This is an optimization exercise on Yosys and OpenROAD, whose aim is small area, not a production implementation. In this exercise RTL edits were held to simulation tests only and were not proved equivalent to the original. Power figures rest on the tool's default switching activity, not on a simulated workload.

==> design.v <==
`timescale 1ns / 1ps
`default_nettype none
module HardwareSubunit #(
	parameter DELAY = 25
) (
	clk,
	reset,
	in_data,
	next_ready,
	out_data,
	completion_status,
	out_nz
);
	input	[34:0]	in_data;
	input		clk, reset, next_ready;
	output	[31:0]	out_data;
	output	[3:0]	completion_status;
	output		out_nz;
	localparam [1:0] C_MR = 2'd0, C_MW = 2'd1, C_CFG = 2'd2, C_OTHER = 2'd3;
	reg		cs, ov, ohv, hiv, size;
	reg [15:0]	hi, lo;			 
	reg [31:0]	old_data;
	reg [9:0]	pl;
	reg [1:0]	cls;			 
	reg [4:0]	dc;			 
	reg [1:0]	tc;
	assign out_data = ov ? ~{ohv ? hi : 16'h0000, lo} : 32'h0;
	assign completion_status = {cs, 3'b000};
	assign out_nz = ov;			 
	wire [31:0]	d = in_data[31:0];
	wire		dnz = |d;
	wire		chg = old_data != d;
	wire [4:0]	typ = d[28:24];
	wire [2:0]	fmt = d[31:29];
	reg		cs_v, ov_v, ohv_v, hiv_v, size_v;
	reg [15:0]	hi_v, lo_v;
	reg [9:0]	pl_v;
	reg [1:0]	cls_v, tc_v;
	reg [4:0]	dc_v;
	always @(posedge clk) begin
		cs_v = cs; ov_v = ov; ohv_v = ohv; hiv_v = hiv; size_v = size;
		hi_v = hi; lo_v = lo; pl_v = pl; cls_v = cls; tc_v = tc; dc_v = dc;
		if (reset) begin
			cs_v = 1'b0; ov_v = 1'b0; hiv_v = 1'b0; size_v = 1'b0;
			pl_v = 10'd0; cls_v = C_MR; tc_v = 2'd0; dc_v = 5'd0;
		end else begin
			if (dnz && pl_v == 10'd0 && tc_v == 2'd0 && dc_v == 5'd0) begin
				if (typ == 5'b00000) begin
					cls_v = (fmt[2:1] == 2'b00) ? C_MR : ((fmt[2:1] == 2'b01) ? C_MW : C_OTHER);
					if (fmt[2] == 1'b0) begin
						tc_v = fmt[0] ? 2'd3 : 2'd2;
						size_v = fmt[0];
					end
					pl_v = d[9:0];
				end else if (typ == 5'b00010) begin
					cls_v = C_MW;
					size_v = 1'b0;
					tc_v = 2'd2;
					pl_v = 10'd0;
				end else if (typ == 5'b00100 || typ == 5'b00101) begin
					cls_v = C_CFG;
					size_v = 1'b0;
					tc_v = 2'd2;
					pl_v = 10'd0;
				end else begin
					cls_v = C_OTHER;
				end
			end else if (chg && dnz && tc_v != 2'd0) begin
				tc_v = tc_v - 1'b1;
				if (cls_v != C_CFG) begin
					if (size_v && tc_v == 2'd1) begin
						hi_v = d[15:0];
						hiv_v = 1'b1;
					end
					if (tc_v == 2'd0) begin
						lo_v = d[31:16];
						dc_v = DELAY;
					end
				end else begin
					dc_v = DELAY;
				end
			end else if (tc_v == 2'd0 && (pl_v != 10'd0 || dc_v != 5'd0)) begin
				if (cls_v == C_MR) begin
					if (dc_v != 5'd0) begin
						dc_v = dc_v - 1'b1;
					end else if (pl_v != 10'd0 && next_ready && !ov) begin
						ov_v = ~&{hiv_v ? hi_v : 16'h0000, lo_v};
						ohv_v = hiv_v;
						pl_v = pl_v - 1'b1;
						cs_v = 1'b1;
					end
					if (pl_v == 10'd0) begin
						hiv_v = 1'b0;
						cls_v = C_MR;
						tc_v = 2'd0;
						size_v = 1'b0;
					end
				end else if (cls_v != C_OTHER) begin
					if (chg && dnz && dc_v == DELAY && pl_v != 10'd0) begin
						pl_v = pl_v - 1'b1;
					end else if (pl_v == 10'd0) begin
						dc_v = dc_v - 1'b1;
					end
					if (next_ready && dc_v == 5'd0) begin
						ov_v = 1'b0;
						cs_v = 1'b1;
						hiv_v = 1'b0;
						cls_v = C_MR;
						tc_v = 2'd0;
						size_v = 1'b0;
					end
				end
			end
			if (!next_ready) begin
				ov_v = 1'b0;
				cs_v = 1'b0;
			end
		end
		old_data <= d;
		cs <= cs_v; ov <= ov_v; ohv <= ohv_v; hiv <= hiv_v; size <= size_v;
		hi <= hi_v; lo <= lo_v; pl <= pl_v; cls <= cls_v; tc <= tc_v; dc <= dc_v;
	end
endmodule
`timescale 1ns / 1ps
`default_nettype none
module OLR_Ingress (
	clk,
	reset,
	header_in,
	payload_in,
	payload_nz,
	cs_in,
	sorter_ready,
	ready1,
	ready2,
	ho_valid,
	po_nz,
	h_w1,
	h_len,
	h_w2,
	h_la,
	h_b135,
	h_link,
	p_data
);
	input		clk, reset, cs_in, sorter_ready, payload_nz;
	input [34:0]	header_in;
	input [31:0]	payload_in;
	output reg	ready1, ready2, ho_valid, po_nz;
	output reg [19:0] h_w1;		 
	output reg [9:0] h_len;		 
	output reg [31:0] h_w2;
	output reg [4:0] h_la;		 
	output reg	h_b135;
	output reg [1:0] h_link;
	output reg [31:0] p_data;
	reg		hctl, pctl, rtd, mwctl, mww, hr_valid, p_lk, p_39;
	reg [1:0]	hcnt;
	reg [9:0]	pcnt, mwc;		 
	reg		r1_v, r2_v, ho_v, po_v, hctl_v, pctl_v, rtd_v, mwctl_v, mww_v, hrv_v, plk_v, p39_v;
	reg [19:0]	w1_v;
	reg [9:0]	len_v;
	reg [31:0]	w2_v, pd_v;
	reg [4:0]	la_v;
	reg		b135_v;
	reg [1:0]	link_v, hcnt_v;
	reg [9:0]	pcnt_v, mwc_v;
	wire		tnz = |header_in;
	wire		pnz = payload_nz;
	always @(posedge clk) begin
		r1_v = ready1; r2_v = ready2; ho_v = ho_valid; po_v = po_nz;
		hctl_v = hctl; pctl_v = pctl; rtd_v = rtd; mwctl_v = mwctl; mww_v = mww;
		hrv_v = hr_valid; plk_v = p_lk; p39_v = p_39;
		w1_v = h_w1; len_v = h_len; w2_v = h_w2; la_v = h_la; b135_v = h_b135; link_v = h_link;
		pd_v = p_data; hcnt_v = hcnt; pcnt_v = pcnt; mwc_v = mwc;
		if (reset) begin
			r1_v = 1'b1; r2_v = 1'b0; ho_v = 1'b0; po_v = 1'b0;
			hctl_v = 1'b0; pctl_v = 1'b0; rtd_v = 1'b0; mwctl_v = 1'b0; mww_v = 1'b0;
			hrv_v = 1'b0; p39_v = 1'b0; hcnt_v = 2'd0; pcnt_v = 10'd0; mwc_v = 10'h3ff;
		end else begin
			if (!hctl_v && !pctl_v && r1_v && tnz && !mwctl_v) begin
				w1_v = header_in[31:12];
				len_v = header_in[9:0];
				b135_v = header_in[34];
				link_v = header_in[33:32];
				hrv_v = 1'b1;
				hcnt_v = 2'd1;
				hctl_v = 1'b1;
				r1_v = 1'b0;
				if (header_in[28:24] == 5'b00000 && header_in[31:30] == 2'b00) begin
					pctl_v = 1'b1;
					pcnt_v = header_in[9:0];
				end
			end else if (hctl_v && hcnt_v != 2'd0 && r1_v && tnz) begin
				if (hcnt_v == 2'd1) begin
					w2_v = header_in[31:0];
					hcnt_v = 2'd2;
					r1_v = 1'b1;
				end else if (hcnt_v == 2'd2) begin
					if (w1_v[29-12] == 1'b0) begin
						la_v = header_in[6:2];
						r1_v = 1'b0;
						hcnt_v = 2'd0;
					end else begin
						la_v = 5'd0;
						r1_v = 1'b1;
						hcnt_v = 2'd3;
					end
				end else begin
					la_v = header_in[6:2];
					hcnt_v = 2'd0;
					r1_v = 1'b0;
				end
				if (hcnt_v == 2'd0 && !mwctl_v)
					r2_v = 1'b1;
			end
			if (mwctl_v && !r1_v && mwc_v != 10'h3ff) begin
				r1_v = 1'b1;
				mwc_v = mwc_v - 1'b1;
				if (mwc_v == 10'h3ff) begin
					mwctl_v = 1'b0;
					mww_v = 1'b1;
					r1_v = 1'b0;
				end
			end else if (mwctl_v && r1_v && tnz) begin
				r1_v = 1'b0;
			end else if (hrv_v && w1_v[28-12:24-12] == 5'b00000 && w1_v[31-12:30-12] == 2'b01 &&
				     hcnt_v == 2'd0 && !mwctl_v && mwc_v == 10'h3ff && !mww_v) begin
				mwctl_v = 1'b1;
				mwc_v = len_v;
			end
			if (cs_in && r2_v && hctl_v) begin
				r2_v = 1'b0;
				rtd_v = 1'b1;
				mww_v = 1'b0;
				if (pctl_v) begin
					pd_v = payload_in;
					plk_v = pnz | (|link_v);
					pcnt_v = pcnt_v - 1'b1;
				end
			end else if (pnz && pctl_v && r2_v && !hctl_v) begin
				pd_v = payload_in;
				plk_v = 1'b1;
				pcnt_v = pcnt_v - 1'b1;
				rtd_v = 1'b1;
				p39_v = (pcnt_v != 10'd0);
			end
			if (rtd_v && sorter_ready && hctl_v) begin
				ho_v = 1'b1;
				hctl_v = 1'b0;
				if (!pctl_v) begin
					rtd_v = 1'b0;
					hrv_v = 1'b0;
					r1_v = 1'b1;
				end
			end else if (rtd_v && sorter_ready && pctl_v && !hctl_v && !ho_v) begin
				po_v = plk_v | p39_v;
				p39_v = 1'b0;
				rtd_v = 1'b0;
				if (pcnt_v != 10'd0)
					r2_v = 1'b1;
				else begin
					pctl_v = 1'b0;
					r1_v = 1'b1;
					hrv_v = 1'b0;
				end
			end
			if (!sorter_ready) begin
				ho_v = 1'b0;
				po_v = 1'b0;
			end
			if (r1_v && (hcnt_v != 2'd0 || rtd_v) && tnz)
				r1_v = 1'b0;
			else if (!r1_v && hcnt_v != 2'd0 && !tnz)
				r1_v = 1'b1;
			if (r2_v && pnz)
				r2_v = 1'b0;
		end
		ready1 <= r1_v; ready2 <= r2_v; ho_valid <= ho_v; po_nz <= po_v;
		hctl <= hctl_v; pctl <= pctl_v; rtd <= rtd_v; mwctl <= mwctl_v; mww <= mww_v;
		hr_valid <= hrv_v; p_lk <= plk_v; p_39 <= p39_v;
		h_w1 <= w1_v; h_len <= len_v; h_w2 <= w2_v; h_la <= la_v; h_b135 <= b135_v; h_link <= link_v;
		p_data <= pd_v; hcnt <= hcnt_v; pcnt <= pcnt_v; mwc <= mwc_v;
	end
endmodule
`timescale 1ns / 1ps
`default_nettype none
module OLR_Sorter (
	clk,
	reset,
	ho_valid,
	po_nz,
	h_w1,
	h_len,
	h_w2,
	h_la,
	h_b135,
	h_link,
	p_data,
	next_ready,
	ready,
	sorted_nz,
	pass_valid,
	c_known,
	c_mr,
	c_t,
	c_len,
	c_mid,
	c_be,
	c_la,
	c_tag,
	c_rid,
	c_link,
	q_data
);
	input		clk, reset, ho_valid, po_nz, next_ready;
	input [19:0]	h_w1;
	input [9:0]	h_len;
	input [31:0]	h_w2;
	input [4:0]	h_la;
	input		h_b135;
	input [1:0]	h_link;
	input [31:0]	p_data;
	output reg	ready;
	output		sorted_nz;
	output reg	pass_valid;
	output reg	c_known, c_mr;
	output reg [2:0] c_t;
	output reg [9:0] c_len;
	output reg [11:0] c_mid;
	output reg [7:0] c_be;
	output reg [4:0] c_la;
	output reg [7:0] c_tag;
	output reg [15:0] c_rid;
	output reg [1:0] c_link;
	output reg [31:0] q_data;
	reg		hc, pc, rtd, adj_held, anz, sorted_valid, q_nz;
	reg [9:0]	pcount;
	reg		ready_v, pass_v, hc_v, pc_v, rtd_v, held_v, anz_v, sv_v, qnz_v;
	reg		known_v, mr_v;
	reg [2:0]	t_v;
	reg [9:0]	len_v, pcount_v;
	reg [11:0]	mid_v;
	reg [7:0]	be_v, tag_v;
	reg [4:0]	la_v;
	reg [15:0]	rid_v;
	reg [1:0]	link_v;
	reg [31:0]	q_v;
	wire [4:0]	typ = h_w1[28-12:24-12];
	wire [2:0]	fmt = h_w1[31-12:29-12];
	wire		is_mr = typ == 5'b00000 && fmt[2:1] == 2'b00;
	wire		is_known = (typ == 5'b00000 && fmt[2] == 1'b0) || typ == 5'b00010 ||
				   typ == 5'b00100 || typ == 5'b00101;
	assign sorted_nz = sorted_valid & anz;
	always @(posedge clk) begin
		ready_v = ready; pass_v = pass_valid; hc_v = hc; pc_v = pc; rtd_v = rtd;
		held_v = adj_held; anz_v = anz; sv_v = sorted_valid; qnz_v = q_nz;
		known_v = c_known; mr_v = c_mr; t_v = c_t; len_v = c_len; pcount_v = pcount;
		mid_v = c_mid; be_v = c_be; tag_v = c_tag; la_v = c_la; rid_v = c_rid; link_v = c_link;
		q_v = q_data;
		if (reset) begin
			ready_v = 1'b1; pass_v = 1'b0; hc_v = 1'b0; pc_v = 1'b0; rtd_v = 1'b0;
			held_v = 1'b0; sv_v = 1'b0; qnz_v = 1'b0; pcount_v = 10'd0;
		end else begin
			if (ho_valid && ready_v && !hc_v && !pc_v) begin
				known_v = is_known;
				mr_v = is_mr;
				t_v = typ[2:0];
				len_v = h_len;
				mid_v = h_w1[23-12:12-12];
				be_v = h_w2[7:0];
				la_v = h_la;
				tag_v = h_w2[15:8];
				rid_v = h_w2[31:16];
				link_v = h_link;
				anz_v = is_known | h_b135 | (|h_link);
				held_v = 1'b1;
				hc_v = 1'b1;
				if (is_mr) begin
					pc_v = 1'b1;
					pcount_v = h_len;
				end
				rtd_v = 1'b1;
			end
			if (rtd_v && next_ready && hc_v) begin
				sv_v = 1'b1;
				held_v = 1'b0;
				hc_v = 1'b0;
				rtd_v = 1'b0;
				ready_v = 1'b1;
			end
			if (pc_v && po_nz && ready_v && !hc_v) begin
				q_v = p_data;
				qnz_v = 1'b1;
				rtd_v = 1'b1;
				pcount_v = pcount_v - 1'b1;
				ready_v = 1'b0;
			end
			if (rtd_v && next_ready && pc_v && !hc_v) begin
				pass_v = 1'b1;
				qnz_v = 1'b0;
				rtd_v = 1'b0;
				ready_v = 1'b1;
				if (pcount_v == 10'd0)
					pc_v = 1'b0;
			end
			if (ready_v && (ho_valid || po_nz))
				ready_v = 1'b0;
			if (!ready_v && !ho_valid && !po_nz && !qnz_v && !(held_v && anz_v))
				ready_v = 1'b1;
			if (!next_ready) begin
				sv_v = 1'b0;
				pass_v = 1'b0;
			end
		end
		ready <= ready_v; pass_valid <= pass_v; hc <= hc_v; pc <= pc_v; rtd <= rtd_v;
		adj_held <= held_v; anz <= anz_v; sorted_valid <= sv_v; q_nz <= qnz_v;
		c_known <= known_v; c_mr <= mr_v; c_t <= t_v; c_len <= len_v; pcount <= pcount_v;
		c_mid <= mid_v; c_be <= be_v; c_tag <= tag_v; c_la <= la_v; c_rid <= rid_v; c_link <= link_v;
		q_data <= q_v;
	end
endmodule
`timescale 1ns / 1ps
`default_nettype none
module OLR_Egress (
	clk,
	reset,
	sorted_nz,
	pass_valid,
	c_known,
	c_mr,
	c_t,
	c_len,
	c_mid,
	c_be,
	c_la,
	c_tag,
	c_rid,
	c_link,
	q_data,
	buffer_ready0,
	buffer_ready1,
	buffer_ready2,
	buffer_ready3,
	ready,
	data_out0,
	data_out1,
	data_out2,
	data_out3
);
	input		clk, reset, sorted_nz, pass_valid;
	input		c_known, c_mr;
	input [2:0]	c_t;
	input [9:0]	c_len;
	input [11:0]	c_mid;
	input [7:0]	c_be;
	input [4:0]	c_la;
	input [7:0]	c_tag;
	input [15:0]	c_rid;
	input [1:0]	c_link;
	input [31:0]	q_data;
	input		buffer_ready0, buffer_ready1, buffer_ready2, buffer_ready3;
	output reg	ready;
	output [34:0]	data_out0, data_out1, data_out2, data_out3;
	reg [32:0]	out0, out1, out2, out3;	 
	assign data_out0 = {out0[32], 2'b00, out0[31:0]};
	assign data_out1 = {out1[32], 2'b00, out1[31:0]};
	assign data_out2 = {out2[32], 2'b00, out2[31:0]};
	assign data_out3 = {out3[32], 2'b00, out3[31:0]};
	reg		known, mr;
	reg [2:0]	t;
	reg [9:0]	len;
	reg [11:0]	mid;
	reg [7:0]	be, tag;
	reg [4:0]	la;
	reg [15:0]	rid;
	reg [31:0]	preg;
	reg [9:0]	pcnt;
	reg [1:0]	hcnt, lane;
	reg		hc, pc, rtd;
	reg [3:0]	stale, onz;
	wire [3:0]	br = {buffer_ready3, buffer_ready2, buffer_ready1, buffer_ready0};
	function [12:0] f_bc;
		input [7:0] be;
		input [9:0] len;
		begin
			casex (be)
				8'b00001xx1: f_bc = 13'd4;
				8'b000001x1: f_bc = 13'd3;
				8'b00001x10: f_bc = 13'd3;
				8'b00000011: f_bc = 13'd2;
				8'b00000110: f_bc = 13'd2;
				8'b00001100: f_bc = 13'd2;
				8'b00000001: f_bc = 13'd1;
				8'b00000010: f_bc = 13'd1;
				8'b00000100: f_bc = 13'd1;
				8'b00001000: f_bc = 13'd1;
				8'b00000000: f_bc = 13'd1;
				8'b1xxxxxx1: f_bc = (len * 3'd4);
				8'b01xxxxx1: f_bc = (len * 3'd4) - 13'd1;
				8'b001xxxx1: f_bc = (len * 3'd4) - 13'd2;
				8'b0001xxx1: f_bc = (len * 3'd4) - 13'd3;
				8'b1xxxxx10: f_bc = (len * 3'd4) - 13'd1;
				8'b01xxxx10: f_bc = (len * 3'd4) - 13'd2;
				8'b001xxx10: f_bc = (len * 3'd4) - 13'd3;
				8'b0001xx10: f_bc = (len * 3'd4) - 13'd4;
				8'b1xxxx100: f_bc = (len * 3'd4) - 13'd2;
				8'b01xxx100: f_bc = (len * 3'd4) - 13'd3;
				8'b001xx100: f_bc = (len * 3'd4) - 13'd4;
				8'b0001x100: f_bc = (len * 3'd4) - 13'd5;
				8'b1xxx1000: f_bc = (len * 3'd4) - 13'd3;
				8'b01xx1000: f_bc = (len * 3'd4) - 13'd4;
				8'b001x1000: f_bc = (len * 3'd4) - 13'd5;
				8'b00011000: f_bc = (len * 3'd4) - 13'd6;
				default: f_bc = 13'd0;
			endcase
		end
	endfunction
	function [1:0] f_lo2;
		input [3:0] be;
		begin
			casex (be)
				4'b0000: f_lo2 = 2'b00;
				4'bxxx1: f_lo2 = 2'b00;
				4'bxx10: f_lo2 = 2'b01;
				4'bx100: f_lo2 = 2'b10;
				4'b1000: f_lo2 = 2'b11;
				default: f_lo2 = 2'b00;
			endcase
		end
	endfunction
	reg [32:0]	w_v;
	reg [3:0]	wr_v, onz_v;
	reg [12:0]	bcount;
	reg [31:0]	word1, word2, word3;
	reg		ld, pld, known_v, mr_v;
	reg [2:0]	t_v;
	reg [9:0]	len_v;
	reg [11:0]	mid_v;
	reg		ready_v, hc_v, pc_v, rtd_v, fire, wr;
	reg [1:0]	hcnt_v, lane_v;
	reg [9:0]	pcnt_v;
	reg [31:0]	preg_v;
	always @(*) begin
		ready_v = ready; hc_v = hc; pc_v = pc; rtd_v = rtd;
		hcnt_v = hcnt; lane_v = lane; pcnt_v = pcnt; preg_v = preg;
		w_v = 33'd0; wr = 1'b0; wr_v = 4'd0; onz_v = onz;
		ld = !hc_v && !pc_v && ready_v && sorted_nz;
		if (ld) begin
			lane_v = c_link;
			hc_v = 1'b1;
			hcnt_v = 2'd3;
			rtd_v = 1'b1;
			if (c_mr) begin
				pcnt_v = c_len;
				pc_v = 1'b1;
			end
		end
		known_v = ld ? c_known : known;
		mr_v = ld ? c_mr : mr;
		t_v = ld ? c_t : t;
		len_v = ld ? c_len : len;
		mid_v = ld ? c_mid : mid;
		pld = pass_valid && pc_v && ready_v;
		if (pld) begin
			preg_v = q_data;
			rtd_v = 1'b1;
		end
		bcount = mr ? f_bc(be, len) : ((t == 3'b010) ? 13'd63 : 13'd3);
		word1 = {1'b0, mr_v, 3'b000, t_v, mid_v, 2'b00, len_v};
		word2 = {16'hffff, 3'b000, bcount};
		word3 = {rid, tag, 1'b0, mr ? la : 5'd0, mr ? f_lo2(be[3:0]) : 2'b00};
		fire = br[lane_v] && rtd_v && !stale[lane_v];
		case (hcnt_v)
		2'd3: w_v = {1'b1, word1 & {32{known_v}}};
		2'd2: w_v = {1'b1, word2 & {32{known}}};
		2'd1: w_v = {pc_v, word3 & {32{known}}};
		default: w_v = {pcnt_v != 10'd1, preg_v};
		endcase
		if (fire) begin
			if (hcnt_v != 2'd0) begin
				wr = 1'b1;
				hcnt_v = hcnt_v - 1'b1;
			end else if (pc_v && pcnt_v != 10'd0) begin
				pcnt_v = pcnt_v - 1'b1;
				wr = 1'b1;
			end
			wr_v[lane_v] = wr;
			if (hcnt_v == 2'd0 && pcnt_v != 10'd0) begin
				hc_v = 1'b0;
				rtd_v = 1'b0;
				ready_v = 1'b1;
			end else if (hcnt_v == 2'd0 && pcnt_v == 10'd0) begin
				hc_v = 1'b0;
				pc_v = 1'b0;
				lane_v = 2'd0;
				rtd_v = 1'b0;
				ready_v = 1'b1;
			end
		end
		onz_v = ((wr_v & {4{|w_v}}) | (~wr_v & onz)) & br;
		if (ready_v && rtd_v)
			ready_v = 1'b0;
		if (rtd_v && hc_v && (|onz_v))
			rtd_v = 1'b0;
		else if (!rtd_v && hc_v)
			rtd_v = 1'b1;
	end
	wire [3:0]	keep = br & ~wr_v & {4{~reset}};
	wire [3:0]	put = br & wr_v & {4{~reset}};
	always @(posedge clk) begin
		out0 <= ({33{put[0]}} & w_v) | ({33{keep[0]}} & out0);
		out1 <= ({33{put[1]}} & w_v) | ({33{keep[1]}} & out1);
		out2 <= ({33{put[2]}} & w_v) | ({33{keep[2]}} & out2);
		out3 <= ({33{put[3]}} & w_v) | ({33{keep[3]}} & out3);
		if (reset) begin
			ready <= 1'b1; hc <= 1'b0; pc <= 1'b0; rtd <= 1'b0;
			hcnt <= 2'd0; lane <= 2'd0; pcnt <= 10'd0; onz <= 4'd0; stale <= 4'd0;
		end else begin
			ready <= ready_v; hc <= hc_v; pc <= pc_v; rtd <= rtd_v;
			hcnt <= hcnt_v; lane <= lane_v; pcnt <= pcnt_v; onz <= onz_v; stale <= br;
		end
		if (pld)
			preg <= q_data;
		if (ld) begin
			known <= c_known; mr <= c_mr; t <= c_t; len <= c_len; mid <= c_mid;
			be <= c_be; la <= c_la; tag <= c_tag; rid <= c_rid;
		end
	end
endmodule
`timescale 1ns / 1ps
`default_nettype none
module OLR (
	clk,
	reset,
	header_in,
	payload_in,
	payload_nz,
	completion_status,
	buffer_ready0,
	buffer_ready1,
	buffer_ready2,
	buffer_ready3,
	data_out0,
	data_out1,
	data_out2,
	data_out3,
	ready_buffer,
	ready_subunit
);
	input [34:0]	header_in;
	input [31:0]	payload_in;
	input [3:0]	completion_status;
	input		payload_nz;
	input		clk, reset, buffer_ready0, buffer_ready1, buffer_ready2, buffer_ready3;
	output [34:0]	data_out0, data_out1, data_out2, data_out3;
	output		ready_buffer, ready_subunit;
	wire		ho_valid, po_nz, sorter_ready, sorted_nz, pass_valid, egress_ready;
	wire [19:0]	h_w1;
	wire [9:0]	h_len;
	wire [31:0]	h_w2, p_data, q_data;
	wire [4:0]	h_la;
	wire		h_b135;
	wire [1:0]	h_link;
	wire		c_known, c_mr;
	wire [2:0]	c_t;
	wire [9:0]	c_len;
	wire [11:0]	c_mid;
	wire [7:0]	c_be, c_tag;
	wire [4:0]	c_la;
	wire [15:0]	c_rid;
	wire [1:0]	c_link;
	OLR_Ingress ingress (
		.clk(clk), .reset(reset),
		.header_in(header_in), .payload_in(payload_in), .payload_nz(payload_nz), .cs_in(|completion_status),
		.sorter_ready(sorter_ready),
		.ready1(ready_buffer), .ready2(ready_subunit),
		.ho_valid(ho_valid), .po_nz(po_nz),
		.h_w1(h_w1), .h_len(h_len), .h_w2(h_w2), .h_la(h_la), .h_b135(h_b135), .h_link(h_link),
		.p_data(p_data)
	);
	OLR_Sorter sorter (
		.clk(clk), .reset(reset),
		.ho_valid(ho_valid), .po_nz(po_nz),
		.h_w1(h_w1), .h_len(h_len), .h_w2(h_w2), .h_la(h_la), .h_b135(h_b135), .h_link(h_link),
		.p_data(p_data),
		.next_ready(egress_ready),
		.ready(sorter_ready), .sorted_nz(sorted_nz), .pass_valid(pass_valid),
		.c_known(c_known), .c_mr(c_mr), .c_t(c_t), .c_len(c_len), .c_mid(c_mid), .c_be(c_be),
		.c_la(c_la), .c_tag(c_tag), .c_rid(c_rid), .c_link(c_link), .q_data(q_data)
	);
	OLR_Egress egress (
		.clk(clk), .reset(reset),
		.sorted_nz(sorted_nz), .pass_valid(pass_valid),
		.c_known(c_known), .c_mr(c_mr), .c_t(c_t), .c_len(c_len), .c_mid(c_mid), .c_be(c_be),
		.c_la(c_la), .c_tag(c_tag), .c_rid(c_rid), .c_link(c_link), .q_data(q_data),
		.buffer_ready0(buffer_ready0), .buffer_ready1(buffer_ready1),
		.buffer_ready2(buffer_ready2), .buffer_ready3(buffer_ready3),
		.ready(egress_ready),
		.data_out0(data_out0), .data_out1(data_out1), .data_out2(data_out2), .data_out3(data_out3)
	);
endmodule
`timescale 1ns / 1ps
`default_nettype none
module TLP_Completer (
	clk,
	reset,
	in_data,
	in_ready,
	buffer_ready0,
	buffer_ready1,
	buffer_ready2,
	buffer_ready3,
	out_data0,
	out_data1,
	out_data2,
	out_data3
);
	input		clk,
			reset,
			buffer_ready0,
			buffer_ready1,
			buffer_ready2,
			buffer_ready3;
	input [34:0]	in_data;		 
	output		in_ready;		 
	output [34:0]	out_data0,		 
			out_data1,
			out_data2,
			out_data3;
	wire [31:0]	payload;
	wire [3:0]	completion_status;
	wire		ready_subunit;
	wire		payload_nz;
	HardwareSubunit #(
		25
	) HardwareSubunit1 (
		.clk(clk),
		.reset(reset),
		.in_data(in_data),
		.next_ready(ready_subunit),
		.out_data(payload),
		.completion_status(completion_status),
		.out_nz(payload_nz)
	);
	OLR OLR1 (
		.clk(clk),
		.reset(reset),
		.header_in(in_data),
		.payload_in(payload),
		.payload_nz(payload_nz),
		.completion_status(completion_status),
		.buffer_ready0(buffer_ready0),
		.buffer_ready1(buffer_ready1),
		.buffer_ready2(buffer_ready2),
		.buffer_ready3(buffer_ready3),
		.data_out0(out_data0),
		.data_out1(out_data1),
		.data_out2(out_data2),
		.data_out3(out_data3),
		.ready_buffer(in_ready),
		.ready_subunit(ready_subunit)
	);
endmodule
==> flow/run.sh <==
#!/bin/bash
# The standard layout, with single-strength port buffers and a clock tree
# without dummy loads. Each tool's output goes to standard.log.
set -euo pipefail
export BUFFER_PORTS_ARGS="-buffer_cell sky130_fd_sc_hd__buf_1"
export CTS_ARGS="-sink_clustering_enable -repair_clock_nets -dont_use_dummy_load -buf_list sky130_fd_sc_hd__clkbuf_16 -sink_clustering_size 30 -sink_clustering_max_diameter 100"
bash standard.sh finish > standard.log 2>&1
==> standard.sh <==
#!/bin/bash
# synth_recipe.tcl (not shown) runs the flow's synth.tcl, then flattens the netlist and writes it again
# the make line also repeats each setting of config.mk as NAME=value (left out here)
make -C /OpenROAD-flow-scripts/flow DESIGN_CONFIG=/design/flow/config.mk WORK_HOME=/design/flow/orfs CLKGATE_MAP_FILE= SYNTH_SCRIPT=/design/flow/synth_recipe.tcl "${@:-finish}"
==> config.mk <==
export PLATFORM = sky130hd
export DESIGN_NAME = TLP_Completer
export DESIGN_NICKNAME = TLP_Completer
export VERILOG_FILES = /design/flow/design.v
export SDC_FILE = /design/flow/constraint.sdc
export NUM_CORES = 8
export LEC_CHECK = 0
export ABC_AREA = 1
export CAP_MARGIN = 20
export CORE_MARGIN = 2
export CORE_UTILIZATION = 40
export SLEW_MARGIN = 20
==> constraint.sdc <==
create_clock -name core_clock -period 10.0 [get_ports {clk}]
set_input_delay 2.0000 -clock core_clock [delete_from_list [all_inputs] [get_ports {clk}]]
set_output_delay 2.0000 -clock core_clock [all_outputs]
set_load 0.01 [all_outputs]
==> metrics.cfg, run 1 <==
[routing]
via_per_inst=5.19
drc=0
drt-total-wl_um=69200
drt-pass1-iter-count=6
drtIter0Drc=1592
ant_nets=0
num_vias=19058
wl_per_cell_um=18.9

[final_layout]
nNetsFinal=2897
fillers=6084
final_common_cell=nand2_1
drive_gt1_share_pct=6.07
antennaDiodeCount=0
final_cell_mix=512 x nand2_1, 323 x dfxtp_1, 278 x nand3_1
fin_area_um2=27000
area_growth_pct=8.28

[worst_setup_path]
crit_path_max_incr_delay_ns=0.49
cp-end-kind=register
path_buf_inv=4
worst-setup-path-type=primary input to register
startpoint_type=primary input
crit_arrival_ns=5.57
worstPathMaxFanout=49
r2r_end=OLR1.egress.out0[2]
crit_family=simple AND/OR/NAND/NOR gates
slowest_stage=buf_4
worstPathCellList=buf_1 -> nor2_1 -> nand2_1 -> nor2_1 -> nand2_1 -> nor2_2 -> nand2_2 -> nand2_2 -> buf_4 -> inv_1 -> nand2_1 -> o21ai_0 -> nor4_1 -> nand3_1 -> nand2_2 -> inv_1 -> nand2_1 -> nand3_1
r2r_slack_ns=5.76
r2r_cells=15
required_ns=10.47
cp_common_cell=nand2_1
r2r-start=OLR1.egress.ready

[clocking]
tritoncts=built
cts_setup_buffers=0
clk_path_buf_depth=3
cts_hold_buf=0
cts_buffers=26
h-tree-depth=1
path_clk_slew_ns=0.12
ctsRootBufferMaster=clkbuf_16
clk_latency_ns=0.60
cts_resized=0
numClockSinks=595

[synth]
synthDominantCellAreaShare_pct=32.7
synth_area_leaders=edfxtp_1 33%, dfxtp_1 26%, nand2_1 7.7%
syn_area_um2=25000
synth-seq-area-share_pct=58.6
synthFlopType=dfxtp_1
yosys_warnings=4
synth.avg_cell_area_um2=9.22
synth-async-reset-ratio_pct=0
synth_edf_count=272
synthDistinctLibCells=66
syn_inst=2708
yosysTopAreaCell=edfxtp_1
ys_ff_latch=595

[timing]
worst_slew_pin_slew_ns=0.922
worst_clock_skew_ns=0.0483
layout_min_cycle_time_ns=5.11
rsz0062_at_grt=no
setup_viol=0
hold_viol_final=0
maxSlewViolCount=0
max_slew_margin_pct=38.4
fin_crit_sh_pct=51.1
max_freq_ghz=0.196
tns_ns=0

[power_and_ir_drop]
p_leak_nw=10.8
power_density_nw_per_um2=170
vdd_drop_max_v=0.000115

[global_routing]
antenna_found_initial=1
grt_use_total_pct=21.2
grt_pass1_vias=18007
grt_pass1_wl_um=106000
gr-total-overflow=0
grt_max_degree=53

[floorplanning]
start_util_pct=40.5
coreArea_um2=61700
die_y_um=254
core.rowCount=91
die_x_um=254
die-area_um2=64500
num_io_pins=182

[place]
hpwl_um=51000
placed_area_um2=26400
numPortBuffers=173
place_congestion=0.921

[worst_hold_path]
hp-class=register to register
min_to=OLR1.sorter.c_be[1]
holdCritStartpoint=OLR1.ingress.h_w2[1]
holdPathStages=0

[run_status]
outcome=timing/DRC/antenna clean

[flow_run]
drv_cap=0

## cell type report
type,count,area (um^2),area share [%]
Sequential cell,595,14600,54.1
Multi-Input combinational cell,1730,8760,32.4
Tap cell,837,1050,3.87
Timing Repair Buffer,195,856,3.16
Clock buffer,26,651,2.41
Inverter,289,1090,4.05
## per-stage QoR
stage                     power [mW]  hold WS (ns)  setup slack [ns]  utilization, %  cells
after floorplan                 3.25         0.400              4.11               -   2715
after global placement          3.44         0.403              4.37            42.7   3644
after detailed placement        3.46         0.405              4.25            42.7   3645
after CTS                       4.62         0.387              4.89            43.8   3671
after global routing            4.81         0.387              4.59            43.8   3672
final                           4.60         0.388              4.89            43.8   3672
## power by group
part	total, mW	leakage (nW)	switching [mW]	internal (mW)
clock network	1.19	0.320	0.720	0.467
logic	0.723	5.28	0.510	0.212
registers	2.69	5.19	0.0602	2.63
total	4.60	10.8	1.29	3.31
## per-layer routing
metal,wire length (um),part of all wire (%),GRT usage (%),vias up
met5,11,0.016,0,-
met4,1390,2.0,4.30,2
met3,4060,5.9,2.88,70
met2,32300,47,35.4,564
met1,31400,45,29.4,9175
li1,-,-,-,9247
## kinds of logic (layout without fill, tap and decap cells)
logic type	count (synthesis)	after routing	synth area share (%)
and+or+nand+nor	1218	1218	22.0
DFF	595	595	58.6
AOI/OAI and AO/OA	406	406	8.94
buffers and inverters	390	510	6.64
xor gates and xnor gates	70	70	2.45
adders and majority gates	19	19	0.952
muxes	9	9	0.431
other	1	8	0.0150
## sequential cells by signal, indices dropped and copies added, names as in the netlist, 12 cells and up
signal                     flops
OLR1.ingress.h_w2             32
OLR1.ingress.p_data           32
HardwareSubunit1.lo           16
OLR1.egress.out2              33
OLR1.sorter.c_mid             12
OLR1.egress.out1              33
OLR1.egress.out0              33
OLR1.sorter.c_rid             16
OLR1.sorter.q_data            32
OLR1.egress.rid               16
HardwareSubunit1.old_data     32
OLR1.egress.mid               12
HardwareSubunit1.hi           16
OLR1.ingress.h_w1             20
OLR1.egress.preg              32
OLR1.egress.out3              33
## worst reg2reg max path: stages (launching register included)
cell and delay [ns]:
dfxtp_1 0.50, nand2_2 0.11, nor2_4 0.14, nand3_4 0.24, nand2_2 0.12, buf_4 0.34, nand2_4 0.39, nand2_1 0.30
nand3_4 0.21, inv_4 0.17, nand2_2 0.08, nor3_2 0.12, nand2_2 0.44, inv_2 0.23, nand2_2 0.39, o21ai_0 0.32
## synth_stat cells, types with 28 or more instances
| cell | n |
|---|---|
| nand4_1 | 42 |
| a21oi_1 | 77 |
| inv_1 | 268 |
| nor3_1 | 28 |
| nor2_1 | 260 |
| buf_2 | 29 |
| nand2_1 | 515 |
| dfxtp_1 | 323 |
| o21ai_1 | 52 |
| xor2_1 | 52 |
| o21ai_0 | 212 |
| nand3_1 | 278 |
| clkbuf_1 | 42 |
| edfxtp_1 | 272 |
## how the worst max path moves through the flow
stage | startpoint | cells past startpoint | slack [ns] | end
CTS | in_data[19] | 18 | 4.89 | OLR1.ingress.mwc[9]
global placement | in_data[21] | 18 | 4.37 | OLR1.ingress.mwc[9]
floorplan | reset | 4 | 4.11 | OLR1.sorter.c_be[0]
detailed placement | in_data[19] | 18 | 4.25 | OLR1.ingress.mwc[9]
finish | in_data[19] | 18 | 4.89 | OLR1.ingress.mwc[9]
global route | in_data[2] | 18 | 4.59 | OLR1.ingress.mwc[3]
==> run 2, diff against run 1 <==
--- a/design.v
+++ b/design.v
@@ -483,37 +483,21 @@
 	function [12:0] f_bc;
 		input [7:0] be;
 		input [9:0] len;
+		reg [1:0] fz, lz;
 		begin
-			casex (be)
-				8'b00001xx1: f_bc = 13'd4;
-				8'b000001x1: f_bc = 13'd3;
-				8'b00001x10: f_bc = 13'd3;
-				8'b00000011: f_bc = 13'd2;
-				8'b00000110: f_bc = 13'd2;
-				8'b00001100: f_bc = 13'd2;
-				8'b00000001: f_bc = 13'd1;
-				8'b00000010: f_bc = 13'd1;
-				8'b00000100: f_bc = 13'd1;
-				8'b00001000: f_bc = 13'd1;
-				8'b00000000: f_bc = 13'd1;
-				8'b1xxxxxx1: f_bc = (len * 3'd4);
-				8'b01xxxxx1: f_bc = (len * 3'd4) - 13'd1;
-				8'b001xxxx1: f_bc = (len * 3'd4) - 13'd2;
-				8'b0001xxx1: f_bc = (len * 3'd4) - 13'd3;
-				8'b1xxxxx10: f_bc = (len * 3'd4) - 13'd1;
-				8'b01xxxx10: f_bc = (len * 3'd4) - 13'd2;
-				8'b001xxx10: f_bc = (len * 3'd4) - 13'd3;
-				8'b0001xx10: f_bc = (len * 3'd4) - 13'd4;
-				8'b1xxxx100: f_bc = (len * 3'd4) - 13'd2;
-				8'b01xxx100: f_bc = (len * 3'd4) - 13'd3;
-				8'b001xx100: f_bc = (len * 3'd4) - 13'd4;
-				8'b0001x100: f_bc = (len * 3'd4) - 13'd5;
-				8'b1xxx1000: f_bc = (len * 3'd4) - 13'd3;
-				8'b01xx1000: f_bc = (len * 3'd4) - 13'd4;
-				8'b001x1000: f_bc = (len * 3'd4) - 13'd5;
-				8'b00011000: f_bc = (len * 3'd4) - 13'd6;
-				default: f_bc = 13'd0;
-			endcase
+			fz = be[0] ? 2'd0 : (be[1] ? 2'd1 : (be[2] ? 2'd2 : 2'd3));
+			lz = be[7] ? 2'd0 : (be[6] ? 2'd1 : (be[5] ? 2'd2 : 2'd3));
+			if (be[7:4] == 4'b0000) begin
+				casex (be[3:0])
+					4'b1xx1: f_bc = 13'd4;
+					4'b01x1, 4'b1x10: f_bc = 13'd3;
+					4'b0011, 4'b0110, 4'b1100: f_bc = 13'd2;
+					default: f_bc = 13'd1;
+				endcase
+			end else if (be[3:0] == 4'b0000)
+				f_bc = 13'd0;
+			else
+				f_bc = {1'b0, len, 2'b00} - (fz + lz);
 		end
 	endfunction
 	function [1:0] f_lo2;
@@ -613,12 +597,13 @@
 		out1 <= ({33{put[1]}} & w_v) | ({33{keep[1]}} & out1);
 		out2 <= ({33{put[2]}} & w_v) | ({33{keep[2]}} & out2);
 		out3 <= ({33{put[3]}} & w_v) | ({33{keep[3]}} & out3);
+		stale <= br;
 		if (reset) begin
 			ready <= 1'b1; hc <= 1'b0; pc <= 1'b0; rtd <= 1'b0;
-			hcnt <= 2'd0; lane <= 2'd0; pcnt <= 10'd0; onz <= 4'd0; stale <= 4'd0;
+			hcnt <= 2'd0; lane <= 2'd0; pcnt <= 10'd0; onz <= 4'd0;
 		end else begin
 			ready <= ready_v; hc <= hc_v; pc <= pc_v; rtd <= rtd_v;
-			hcnt <= hcnt_v; lane <= lane_v; pcnt <= pcnt_v; onz <= onz_v; stale <= br;
+			hcnt <= hcnt_v; lane <= lane_v; pcnt <= pcnt_v; onz <= onz_v;
 		end
 		if (pld)
 			preg <= q_data;
==> flow/run.sh (replaced) <==
#!/bin/bash
# The standard layout, with single-strength port buffers and a clock tree
# without dummy loads. Each tool's output goes to standard.log.
set -euo pipefail
export BUFFER_PORTS_ARGS="-buffer_cell sky130_fd_sc_hd__buf_1"
export CTS_ARGS="-sink_clustering_enable -repair_clock_nets -dont_use_dummy_load -buf_list sky130_fd_sc_hd__clkbuf_16 -sink_clustering_size 24 -sink_clustering_max_diameter 100"
bash standard.sh finish > standard.log 2>&1
==> run 2 against run 1 <==
Synthesized area is 2.3% lower. Critical path depth is 3 lower. Fmax is 5.2% lower. Wire length is 7.6% lower. First-iteration DRC count is 16% lower. Still clean on timing, DRC and antenna. Non-clock buffer count is 3 lower. Global-route usage is 1.3 points lower. Sequential power hardly changed. Via count is 5.4% lower. Highest routed layer unchanged.
==> metrics.cfg, run 2 <==
[timing]
worst_hold_slack_ns=0.413
fin_crit_sh_pct=53.8
maxSlewViolCount=0
layout_min_cycle_time_ns=5.38
max_slew_margin_pct=28.1
rsz0062_at_grt=no
worst_clock_skew_ns=0.0260
setup_viol=0
worst_slew_pin_slew_ns=1.08
tns_ns=0
max_freq_ghz=0.186
hold_viol_final=0

[floorplanning]
die_x_um=251
die-area_um2=63000
die_y_um=251
num_io_pins=182
coreArea_um2=60400
core.rowCount=90
start_util_pct=40.4

[clocking]
numClockSinks=595
clk_path_buf_depth=3
tritoncts=built
clk_latency_ns=0.61
cts_setup_buffers=0
cts_hold_buf=0
cts_resized=0
cts_buffers=29
h-tree-depth=1
ctsRootBufferMaster=clkbuf_16
path_clk_slew_ns=0.10

[synth]
synth-async-reset-ratio_pct=0
synth.avg_cell_area_um2=9.46
synth_xor_area_share_pct=2.40
ys_ff_latch=595
synthMuxAreaShare_pct=0.431
synth_top_family_by_area=simple AND/OR/NAND/NOR gates
synth_edf_count=272
synth_compound_area_share_pct=9.58
syn_inst=2580
yosys-top-cells-count=520 x nand2_1, 323 x dfxtp_1, 288 x inv_1
synth_area_leaders=edfxtp_1 33%, dfxtp_1 26%, nand2_1 8.0%
synth_fa_ha_area_share_pct=1.06
synthDominantCellAreaShare_pct=33.5
synthFlopType=dfxtp_1
synthSimpleGateAreaFrac_pct=19.5
yosys_warnings=4
yosysMostFrequentCell=nand2_1
yosysTopAreaCell=edfxtp_1
synthDistinctLibCells=67
synth-seq-area-share_pct=60.0
syn_area_um2=24400

[worst_setup_path]
worstPathMaxFanout=40
crit_path_max_incr_delay_ns=0.64
startpoint_type=register
worstPathCellList=nor2_2 -> nand4_4 -> buf_4 -> nor2_4 -> nor2_4 -> nor2_8 -> inv_4 -> nand2_1 -> nand3_1 -> nor2_1 -> and3_1 -> nand2_2 -> inv_2 -> nand2_1 -> o21ai_0
cp-end-kind=register
crit_arrival_ns=5.89
required_ns=10.50
r2r-start=OLR1.egress.pc
slowest_stage=nand2_1
crit_start=OLR1.egress.pc
worst-setup-path-type=register to register

[final_layout]
final_cell_mix=519 x nand2_1, 323 x dfxtp_1, 287 x inv_1
final_common_cell=nand2_1
final_cell_count_no_fill=3495
area_growth_pct=8.32
nNetsFinal=2774
drive_gt1_share_pct=6.31

[place]
numPortBuffers=173
place_congestion=0.901
hpwl_um=46100
dp_cells=3463

[routing]
ant_nets=0
drt-pass1-iter-count=7
wl_per_cell_um=18.3
drtIter0Drc=1340
via_per_inst=5.16
num_vias=18030
drc=0
drt-total-wl_um=64000

[run_status]
outcome=timing/DRC/antenna clean

[power_and_ir_drop]
p_leak_nw=10.3
vdd_drop_max_v=0.000115
power_density_nw_per_um2=180

[global_routing]
grt_pass1_wl_um=99200
gr-total-overflow=0
grt_pass1_vias=17338
grt_max_degree=59
grt_use_total_pct=19.9
antenna_found_initial=7

[flow_run]
drv_cap=0

[worst_hold_path]
hp-class=register to register
holdCritStartpoint=OLR1.ingress.p_data[0]

[run 2: through the flow]
stage	cell area (um^2)	setup WS (ns)	power, mW	utilization (%)
after floorplan	24400	4.17	3.34	-
after global placement	25700	4.22	3.53	42.6
after detailed placement	25700	4.14	3.55	42.6
after CTS	26400	4.64	4.78	43.8
after global routing	26400	4.17	4.99	43.8
final	26400	4.62	4.76	43.8
[run 2: final cells by class]
cell class	instances	area [um^2]
inverters	314	1180
flip-flops and latches	595	14600
fillers	5845	33900
repair buffers	192	801
multi-input cells	1581	8110
well taps	782	978
clock buffers	29	726
diodes	2	5.00
[run 2: metal layers]
layer | routed length, um | vias up | track usage, %
li1 | - | 8815 | -
met4 | 1180 | 6 | 4.06
met3 | 3680 | 70 | 2.57
met1 | 29500 | 8585 | 27.9
met5 | 40 | - | 0
met2 | 29600 | 554 | 33.1
[run 2: worst max-delay path: cells and delay by family, from the launching register on]
kind | cells | cell delay [ns]
flip-flops | 1 | 0.34
buffers and inverters | 3 | 0.79
AND/OR/NAND/NOR | 11 | 3.66
AO/OA/AOI/OAI | 1 | 0.47
[run 2: logic make-up (layout without fill, tap and decap cells)]
family | count (synthesis) | count (layout)
adders and majority gates | 20 | 20
and+or+nand+nor | 1072 | 1072
buffers and inverters | 411 | 535
other | 1 | 10
muxes | 10 | 10
xor gates and xnor gates | 67 | 67
AOI/OAI and AO/OA | 404 | 404
DFF | 595 | 595
[run 2: final timing paths]
check                           slack (ns)                     to  cells after the start
worst max register to register        4.62    OLR1.egress.out0[7]                     15
worst min-delay path                  0.41  OLR1.sorter.q_data[0]                      0
worst max-delay path                  4.62    OLR1.egress.out0[7]                     15
worst min register to register        0.41  OLR1.sorter.q_data[0]                      0
[run 2: power breakdown]
part	total (mW)	switching [mW]	internal (mW)
registers	2.69	0.0593	2.63
logic	0.814	0.564	0.250
clock network	1.25	0.736	0.516
total	4.76	1.36	3.40
==> run 3, diff against run 2 <==
==> flow/run.sh (replaced) <==
#!/bin/bash
# The standard layout, with single-strength port buffers and a clock tree
# without dummy loads. Each tool's output goes to standard.log.
set -euo pipefail
export BUFFER_PORTS_ARGS="-buffer_cell sky130_fd_sc_hd__buf_1"
export CTS_ARGS="-sink_clustering_enable -repair_clock_nets -dont_use_dummy_load -buf_list sky130_fd_sc_hd__clkbuf_8 -sink_clustering_size 14 -sink_clustering_max_diameter 80"
bash standard.sh finish > standard.log 2>&1
--- a/config.mk
+++ b/config.mk
@@ -6,6 +6,7 @@
 export NUM_CORES = 8
 export LEC_CHECK = 0
 export ABC_AREA = 1
+export ABC_CLOCK_PERIOD_IN_PS = 10000
 export CAP_MARGIN = 20
 export CORE_MARGIN = 2
 export CORE_UTILIZATION = 40
==> run 3 against run 2 <==
Wire length up 0.49%. First-iteration DRC count up 1.8%. Sequential share of layout area up 0.16 points. Sequential cell count unchanged. Cell area down 0.29%. Worst hold slack about the same. Synthesized cell count unchanged. Largest power group unchanged. Still clean on timing, DRC and antenna. Die area unchanged. Synthesized area unchanged. Via count up 0.35%. Non-clock buffer count down 1. Final cell count up 0.54%. Critical path type unchanged. Highest routed layer unchanged.
==> metrics.cfg, run 3 <==
[worst_setup_path]
required_ns=10.49
worstPathMaxFanout=40
worst-setup-path-type=register to register
startpoint_type=register
crit_arrival_ns=5.88
cp-end-kind=register

[routing]
num_vias=18093
drc=0
wl_per_cell_um=18.3
via_per_inst=5.15
drt-pass1-iter-count=5
drt-total-wl_um=64300
drtIter0Drc=1364
ant_nets=0

[timing]
max_freq_ghz=0.185
setup_viol=0
layout_min_cycle_time_ns=5.39
maxSlewViolCount=0
rsz0062_at_grt=no
fin_crit_sh_pct=53.9
hold_viol_final=0
max_slew_margin_pct=29.4
worst_hold_slack_ns=0.413
tns_ns=0
worst_clock_skew_ns=0.0754
worst_slew_pin_slew_ns=1.06

[synth]
syn_inst=2580
yosys_warnings=4
synth_area_leaders=edfxtp_1 33%, dfxtp_1 26%, nand2_1 8.0%
synth-seq-area-share_pct=60.0
yosys-top-cells-count=520 x nand2_1, 323 x dfxtp_1, 288 x inv_1
synthDistinctLibCells=67
synth.avg_cell_area_um2=9.46
yosysMostFrequentCell=nand2_1
synthDominantCellAreaShare_pct=33.5
synthFlopType=dfxtp_1
syn_area_um2=24400
ys_ff_latch=595
synth-async-reset-ratio_pct=0
yosysTopAreaCell=edfxtp_1
synth_edf_count=272

[final_layout]
final_common_cell=nand2_1
drive_gt1_share_pct=6.96
final_cell_count_no_fill=3514
final_cell_mix=519 x nand2_1, 323 x dfxtp_1, 287 x inv_1
fin_area_um2=26400
area_growth_pct=8.00
nNetsFinal=2792

[global_routing]
grt_pass1_vias=17525
antenna_found_initial=8
gr-total-overflow=0
grt_use_total_pct=20.1
grt_pass1_wl_um=99700
grt_max_degree=59

[place]
place_congestion=0.901
placed_area_um2=25700
dp_cells=3463
hpwl_um=46100
numPortBuffers=173

[clocking]
cts_buffers=48
h-tree-depth=2
clk_path_buf_depth=3
cts_resized=0
ctsRootBufferMaster=clkbuf_8
cts_hold_buf=0
clk_latency_ns=0.66
numClockSinks=595
cts_setup_buffers=0
tritoncts=built
path_clk_slew_ns=0.09

[floorplanning]
die_x_um=251
start_util_pct=40.4
coreArea_um2=60400
die-area_um2=63000
num_io_pins=182
core.rowCount=90
die_y_um=251

[flow_run]
drv_cap=0

[power_and_ir_drop]
power_density_nw_per_um2=178
vdd_drop_max_v=0.000126
p_leak_nw=10.3

[run_status]
outcome=timing/DRC/antenna clean

[worst_hold_path]
hp-class=register to register

==> run 3: changes by cell type in the layout (fill, tap and decap cells not counted) <==
cell / before / now
buf_8: 1 / 0
clkbuf_16: 29 / 0
inv_2: 22 / 23
clkinv_1: 4 / 3
diode_2: 2 / 3
clkbuf_8: 0 / 48
==> run 3: metrics by stage <==
| stage | power (mW) | util [%] | setup WS [ns] |
|---|---|---|---|
| after floorplan | 3.34 | - | 4.17 |
| after global placement | 3.53 | 42.6 | 4.22 |
| after detailed placement | 3.55 | 42.6 | 4.14 |
| after CTS | 4.71 | 43.7 | 4.62 |
| after global routing | 4.92 | 43.7 | 4.17 |
| final | 4.68 | 43.7 | 4.61 |
==> run 3: routing by layer <==
layer | share of wire, % | track usage [%] | routed length [um]
met5 | 0.059 | 0 | 38
met4 | 2.0 | 5.15 | 1260
met3 | 6.1 | 3.02 | 3950
met2 | 46 | 33.1 | 29600
met1 | 46 | 27.9 | 29400
==> run 3: critical path, stage by stage (launching register included) <==
cell	delay [ns]
dfxtp_1	0.35
nor2_2	0.18
nand4_4	0.08
buf_4	0.30
nor2_4	0.43
nor2_4	0.11
nor2_8	0.43
inv_4	0.28
nand2_1	0.20
nand3_1	0.57
nor2_1	0.36
and3_1	0.22
nand2_2	0.43
inv_2	0.22
nand2_1	0.63
o21ai_0	0.45
==> run 3: power breakdown <==
part | switching (mW) | internal [mW] | total [mW]
Sequential | 0.0592 | 2.63 | 2.69
Clock | 0.743 | 0.430 | 1.17
Combinational | 0.564 | 0.250 | 0.814
Total | 1.37 | 3.31 | 4.68
==> run 3: layout make-up <==
| class | count | area, um^2 |
|---|---|---|
| timing repair buffer | 191 | 786 |
| sequential | 595 | 14600 |
| tap | 782 | 978 |
| inverter | 314 | 1180 |
| clock buffer | 48 | 661 |
| antenna | 3 | 7.51 |
| fill | 5856 | 34000 |
| multi-input combinational | 1581 | 8110 |
==> run 3: worst paths after layout <==
kind | startpoint | end | slack [ns] | cells after the start
worst max register to register | OLR1.egress.pc | OLR1.egress.out0[1] | 4.61 | 15
worst min register to register | OLR1.ingress.p_data[26] | OLR1.sorter.q_data[26] | 0.41 | 0
worst max-delay path | OLR1.egress.pc | OLR1.egress.out0[1] | 4.61 | 15
worst min-delay path | OLR1.ingress.p_data[26] | OLR1.sorter.q_data[26] | 0.41 | 0
==> run 3: logic make-up after synthesis <==
kind of cell | Yosys count | synth area share [%]
AO/OA/AOI/OAI | 404 | 9.58
XOR/XNOR | 67 | 2.40
adder cells (fa/ha/maj) | 20 | 1.06
buffers and inverters | 411 | 7.07
flip-flops | 595 | 60.0
multiplexers | 10 | 0.431
other | 1 | 0.0154
AND/OR/NAND/NOR | 1072 | 19.5
==> run 4, diff against run 3 <==
--- a/config.mk
+++ b/config.mk
@@ -5,7 +5,7 @@
 export SDC_FILE = /design/flow/constraint.sdc
 export NUM_CORES = 8
 export LEC_CHECK = 0
-export ABC_AREA = 1
+export ABC_AREA = 0
 export ABC_CLOCK_PERIOD_IN_PS = 10000
 export CAP_MARGIN = 20
 export CORE_MARGIN = 2
==> run 4 against run 3 <==
Final cell count decreased by 4.0%. Worst hold slack improved by 0.0083 ns. Via count increased by 1.8%. Critical endpoint is now OLR1.ingress.pctl.
==> metrics.cfg, run 4 <==
[run_status]
outcome=timing/DRC/antenna clean

[global_routing]
gr-total-overflow=0
grt_pass1_vias=17463
grt_use_total_pct=21.7
grt_pass1_wl_um=107000
grt_max_degree=64
antenna_found_initial=1

[worst_setup_path]
worstPathMaxFanout=24
worst-setup-path-type=primary input to register
crit_arrival_ns=7.77
cp-end-kind=register
worstPathCellList=buf_1 -> or4_1 -> or3_1 -> nand4bb_1 -> o2111ai_2 -> buf_4 -> mux2_2 -> inv_1 -> ha_1 -> nor3b_1 -> nand2b_1 -> or4_1 -> o41a_1 -> nand2_1 -> o21ai_0 -> o22a_1 -> a311oi_1 -> nand4_1 -> nor3b_1
crit_path_max_incr_delay_ns=0.62
required_ns=10.54
slowest_stage=or4_1
startpoint_type=primary input

[timing]
max_freq_ghz=0.138
max_slew_margin_pct=26.9
maxSlewViolCount=0
worst_clock_skew_ns=0.0584
fin_crit_sh_pct=72.4
setup_viol=0
hold_viol_final=0
layout_min_cycle_time_ns=7.24
rsz0062_at_grt=no
worst_slew_pin_slew_ns=1.08
finalWorstSetupSlack_ns=2.76
tns_ns=0

[final_layout]
fillers=5950
nNetsFinal=2598
multi_input_area_um2=9660
drive_gt1_share_pct=6.82
final_cell_count_no_fill=3373
seqCellArea_um2=14600
area_growth_pct=8.60
final_common_cell=dfxtp_1
final_cell_mix=322 x dfxtp_1, 300 x nand2_1, 274 x nor2_1

[place]
place_congestion=0.895
numPortBuffers=173
dp_cells=3323
dp_slack_ns=2.12
hpwl_um=50300

[routing]
drt-pass1-iter-count=5
ant_nets=0
drtIter0Drc=1679
drc=0
via_per_inst=5.46
drt-total-wl_um=70600
num_vias=18413
wl_per_cell_um=20.9

[clocking]
path_clk_slew_ns=0.10
ctsRootBufferMaster=clkbuf_8
clk_latency_ns=0.67
numClockSinks=595
clk_path_buf_depth=3
tritoncts=built
h-tree-depth=2
cts_hold_buf=0
cts_buffers=49
cts_setup_buffers=0
cts_resized=0

[power_and_ir_drop]
power_density_nw_per_um2=182
vdd_drop_max_v=0.000273
p_leak_nw=9.21

[synth]
synth_area_leaders=edfxtp_1 33%, dfxtp_1 26%, nand2_1 4.5%
synth-seq-area-share_pct=58.6
synthDominantCellAreaShare_pct=32.7
synthFlopType=dfxtp_1
yosys-top-cells-count=323 x dfxtp_1, 300 x nand2_1, 275 x nor2_1
syn_inst=2410
ys_ff_latch=595
yosysMostFrequentCell=dfxtp_1
synth.avg_cell_area_um2=10.4
synth_edf_count=272
synthDistinctLibCells=95
yosysTopAreaCell=edfxtp_1
syn_area_um2=25000
yosys_warnings=4
synth-async-reset-ratio_pct=0

[floorplanning]
core.rowCount=91
num_io_pins=182
start_util_pct=40.5
coreArea_um2=61700
die_y_um=254
die-area_um2=64500
die_x_um=254

[flow_run]
drv_cap=0

[worst_hold_path]
hp-class=register to register

[run 4: stage by stage]
stage	cell area, um^2	util (%)	hold WS [ns]	power [mW]
after floorplan	25000	-	0.400	3.50
after global placement	26500	42.9	0.404	3.76
after detailed placement	26500	42.9	0.405	3.77
after CTS	27100	44.0	0.422	4.96
after global routing	27100	44.0	0.426	5.17
final	27100	44.0	0.422	4.94
[run 4: path summary, 6_finish.rpt]
kind | slack, ns | depth (start not counted) | to | from
setup / recovery | 2.76 | 19 | OLR1.ingress.pctl | in_data[9]
hold / removal | 0.42 | 0 | OLR1.sorter.q_data[9] | OLR1.ingress.p_data[9]
setup reg to reg | 5.31 | 16 | OLR1.ingress.pctl | OLR1.ingress.hctl
hold reg to reg | 0.42 | 0 | OLR1.sorter.q_data[9] | OLR1.ingress.p_data[9]
[run 4: report_power, final]
group	total (mW)	switching [mW]	internal, mW
combinational	0.960	0.594	0.366
sequential	2.78	0.112	2.67
clock	1.20	0.761	0.438
[run 4: layout make-up]
type	instances	share of cell area [%]
sequential	595	53.9
antenna	1	0.00922
tap	837	3.86
clock buffer	49	2.48
inverter	43	0.599
timing repair buffer	214	3.53
multi-input combinational	1634	35.6
[run 4: critical path: cells and delay by family]
| kind | cells | cell delay [ns] |
|---|---|---|
| AOI/OAI and AO/OA | 5 | 1.30 |
| adders and majority gates | 1 | 0.27 |
| buffers and inverters | 3 | 0.80 |
| muxes | 1 | 0.39 |
| and+or+nand+nor | 9 | 2.98 |
[run 4: kinds of logic after synthesis]
kind of cell | Yosys count | synth area share (%)
AND/OR/NAND/NOR | 972 | 18.6
flip-flops | 595 | 58.6
AO/OA/AOI/OAI | 453 | 11.6
buffers and inverters | 188 | 3.09
multiplexers | 93 | 3.96
XOR/XNOR | 87 | 3.05
adder cells (fa/ha/maj) | 21 | 1.07
other | 1 | 0.0150
[run 4: per-layer routing]
metal	global-route usage (%)	up-vias	share of wire (%)
met1	30.6	8876	45
met3	2.63	106	6.0
met4	6.54	0	2.7
li1	-	8819	-
met5	0	-	0
met2	34.9	612	46
==> run 5, diff against run 4 <==
--- a/config.mk
+++ b/config.mk
@@ -5,8 +5,7 @@
 export SDC_FILE = /design/flow/constraint.sdc
 export NUM_CORES = 8
 export LEC_CHECK = 0
-export ABC_AREA = 0
-export ABC_CLOCK_PERIOD_IN_PS = 10000
+export ABC_AREA = 1
 export CAP_MARGIN = 20
 export CORE_MARGIN = 2
 export CORE_UTILIZATION = 40
==> run 5 against run 4 <==
Cell area shrank 2.9%. Wire length decreased by 9.0%. Fmax rose by 34%. Global-route usage down 1.6 points. Die area down 2.3%. Sequential cell count is the same. Largest cell class unchanged. Clock skew rose by 0.017 ns. Critical path depth fell by 4. Power down 5.2%.
==> metrics.cfg, run 5 <==
[timing]
layout_min_cycle_time_ns=5.39
worst_slew_pin_slew_ns=1.06
worst_clock_skew_ns=0.0754
maxSlewViolCount=0
max_freq_ghz=0.185
hold_viol_final=0
max_slew_margin_pct=29.4
setup_viol=0
fin_crit_sh_pct=53.9
worst_hold_slack_ns=0.413
rsz0062_at_grt=no
tns_ns=0

[worst_hold_path]
hp-class=register to register
min_to=OLR1.sorter.q_data[26]
holdPathStages=0
holdCritStartpoint=OLR1.ingress.p_data[26]

[power_and_ir_drop]
p_leak_nw=10.3
power_density_nw_per_um2=178
vdd_drop_max_v=0.000126
fin_total_pwr_mw=4.68

[final_layout]
final_common_cell=nand2_1
multi_input_area_um2=8110
post-route-util_pct=43.7
fillers=5856
fin_area_um2=26400
seqCellArea_um2=14600
nNetsFinal=2792
drive_gt1_share_pct=6.96
area_growth_pct=8.00
final_cell_mix=519 x nand2_1, 323 x dfxtp_1, 287 x inv_1

[floorplanning]
die_y_um=251
start_util_pct=40.4
die_x_um=251
num_io_pins=182
die-area_um2=63000
coreArea_um2=60400
core.rowCount=90

[synth]
synth_area_leaders=edfxtp_1 33%, dfxtp_1 26%, nand2_1 8.0%
synthSimpleGateAreaFrac_pct=19.5
synth.avg_cell_area_um2=9.46
synth_compound_area_share_pct=9.58
synth-seq-area-share_pct=60.0
syn_area_um2=24400
synthDominantCellAreaShare_pct=33.5
synthDistinctLibCells=67
synth_edf_count=272
ys_ff_latch=595
synthFlopType=dfxtp_1
syn_inst=2580
synthMuxAreaShare_pct=0.431
synth_top_family_by_area=simple AND/OR/NAND/NOR gates
yosysTopAreaCell=edfxtp_1
synth_fa_ha_area_share_pct=1.06
yosys_warnings=4
yosysMostFrequentCell=nand2_1
synth_xor_area_share_pct=2.40
yosys-top-cells-count=520 x nand2_1, 323 x dfxtp_1, 288 x inv_1
synth-async-reset-ratio_pct=0

[worst_setup_path]
r2r_slack_ns=4.61
r2r-start=OLR1.egress.pc
crit_arrival_ns=5.88
slowest_stage=nand2_1
crit_family=simple AND/OR/NAND/NOR gates
r2r_end=OLR1.egress.out0[1]
r2r_cells=15
startpoint_type=register
worstPathMaxFanout=40
worst-setup-path-type=register to register
worstPathCellList=nor2_2 -> nand4_4 -> buf_4 -> nor2_4 -> nor2_4 -> nor2_8 -> inv_4 -> nand2_1 -> nand3_1 -> nor2_1 -> and3_1 -> nand2_2 -> inv_2 -> nand2_1 -> o21ai_0
required_ns=10.49
cp-end-kind=register
crit_path_max_incr_delay_ns=0.63
path_buf_inv=3

[routing]
num_vias=18093
wl_per_cell_um=18.3
highest_layer=met5
drc=0
met3_length_um=3950
drt-total-wl_um=64300
m1WireLength_um=29400
drt-pass1-iter-count=5
dr_wl_met2_um=29600
via_per_inst=5.15
drtIter0Drc=1364
ant_nets=0

[clocking]
tritoncts=built
clk_path_buf_depth=3
cts_resized=0
cts_setup_buffers=0
h-tree-depth=2
cts_buffers=48
cts_hold_buf=0
clk_latency_ns=0.66
numClockSinks=595
ctsRootBufferMaster=clkbuf_8
path_clk_slew_ns=0.09

[global_routing]
grt_pass1_vias=17525
grt_use_total_pct=20.1
grt_max_degree=59
antenna_found_initial=8
grt_pass1_wl_um=99700
gr-total-overflow=0

[place]
placed_area_um2=25700
hpwl_um=46100
numPortBuffers=173
place_congestion=0.901

[flow_run]
drv_cap=0

[run_status]
outcome=timing/DRC/antenna clean

[run 5: metrics by stage]
step / instances / setup WS (ns)
floorplan: 2587 / 4.17
global placement: 3463 / 4.22
detailed placement: 3463 / 4.14
CTS: 3511 / 4.62
global route: 3513 / 4.17
finish: 3514 / 4.61
[run 5: layer usage]
metal / vias up / global-route usage [%]
met3: 92 / 3.02
met1: 8609 / 27.9
met4: 6 / 5.15
li1: 8838 / -
met5: - / 0
met2: 548 / 33.1
[run 5: logic make-up (layout without fill, tap and decap cells)]
group | count (synthesis) | count (layout)
AOI/OAI and AO/OA | 404 | 404
and+or+nand+nor | 1072 | 1072
buffers and inverters | 411 | 553
xor gates and xnor gates | 67 | 67
muxes | 10 | 10
adders and majority gates | 20 | 20
other | 1 | 11
DFF | 595 | 595
[run 5: how the worst max path moves through the flow]
stage                                     end           start  cells past startpoint  slack (ns)
after floorplan           OLR1.sorter.c_be[0]           reset                      4        4.17
after global placement      OLR1.ingress.pctl     in_data[23]                     23        4.22
after detailed placement    OLR1.ingress.pctl      in_data[7]                     24        4.14
after CTS                 OLR1.egress.out0[1]  OLR1.egress.pc                     15        4.62
after global routing      OLR1.egress.out0[1]  OLR1.egress.pc                     15        4.17
final                     OLR1.egress.out0[1]  OLR1.egress.pc                     15        4.61
[run 5: worst reg2reg max path, cell delays in order (launching register included)]
cell and delay, ns:
dfxtp_1 0.35, nor2_2 0.18, nand4_4 0.08, buf_4 0.30, nor2_4 0.44, nor2_4 0.11, nor2_8 0.43, inv_4 0.30
nand2_1 0.20, nand3_1 0.57, nor2_1 0.37, and3_1 0.22, nand2_2 0.43, inv_2 0.22, nand2_1 0.63, o21ai_0 0.45
[run 5: where the power goes]
| group | leakage [nW] | switching [mW] | internal [mW] | total, mW |
|---|---|---|---|---|
| Sequential | 5.11 | 0.0592 | 2.63 | 2.69 |
| Combinational | 4.86 | 0.564 | 0.250 | 0.814 |
| Clock | 0.345 | 0.743 | 0.430 | 1.17 |
[run 5: final cells by class]
cell class	count	share of cell area [%]
Antenna cell	3	0.0285
Clock buffer	48	2.51
Inverter	314	4.48
Multi-Input combinational cell	1581	30.8
Sequential cell	595	55.5
Tap cell	782	3.71
Timing Repair Buffer	191	2.98

==> separate check: timing with driven ports <==
In the flow no input, the clock included, has a driving cell. The finished layouts below were timed again as built, in two steps.
Step 1 assumes that a clkbuf_16 drives the clock port and a buf_2 every other input.
Step 2 adds t to the input delays and takes it off the output delays; t is the mean of the earliest and latest rising clock arrival at the registers after step 1. Input paths then give back, and output paths get back, about the clock's delay inside the block.
Three values: ideal, step 1, step 2; two values: the first two.
run	shift t [ns]	setup WS [ns]	pins driven straight from the clock port
run 1	0.636	4.894 / 4.929 / 4.293	1
run 2	0.655	4.616 / 4.616 / 4.118	1
run 3	0.680	4.609 / 4.609 / 4.150	1
run 4	0.695	2.762 / 2.801 / 2.106	1
run 5	0.680	4.609 / 4.609 / 4.150	1
After both steps setup and hold are still met in every run listed. The setup slack of run 4, which loses most, moves by +0.039 ns with the drivers and by -0.656 ns with both steps.
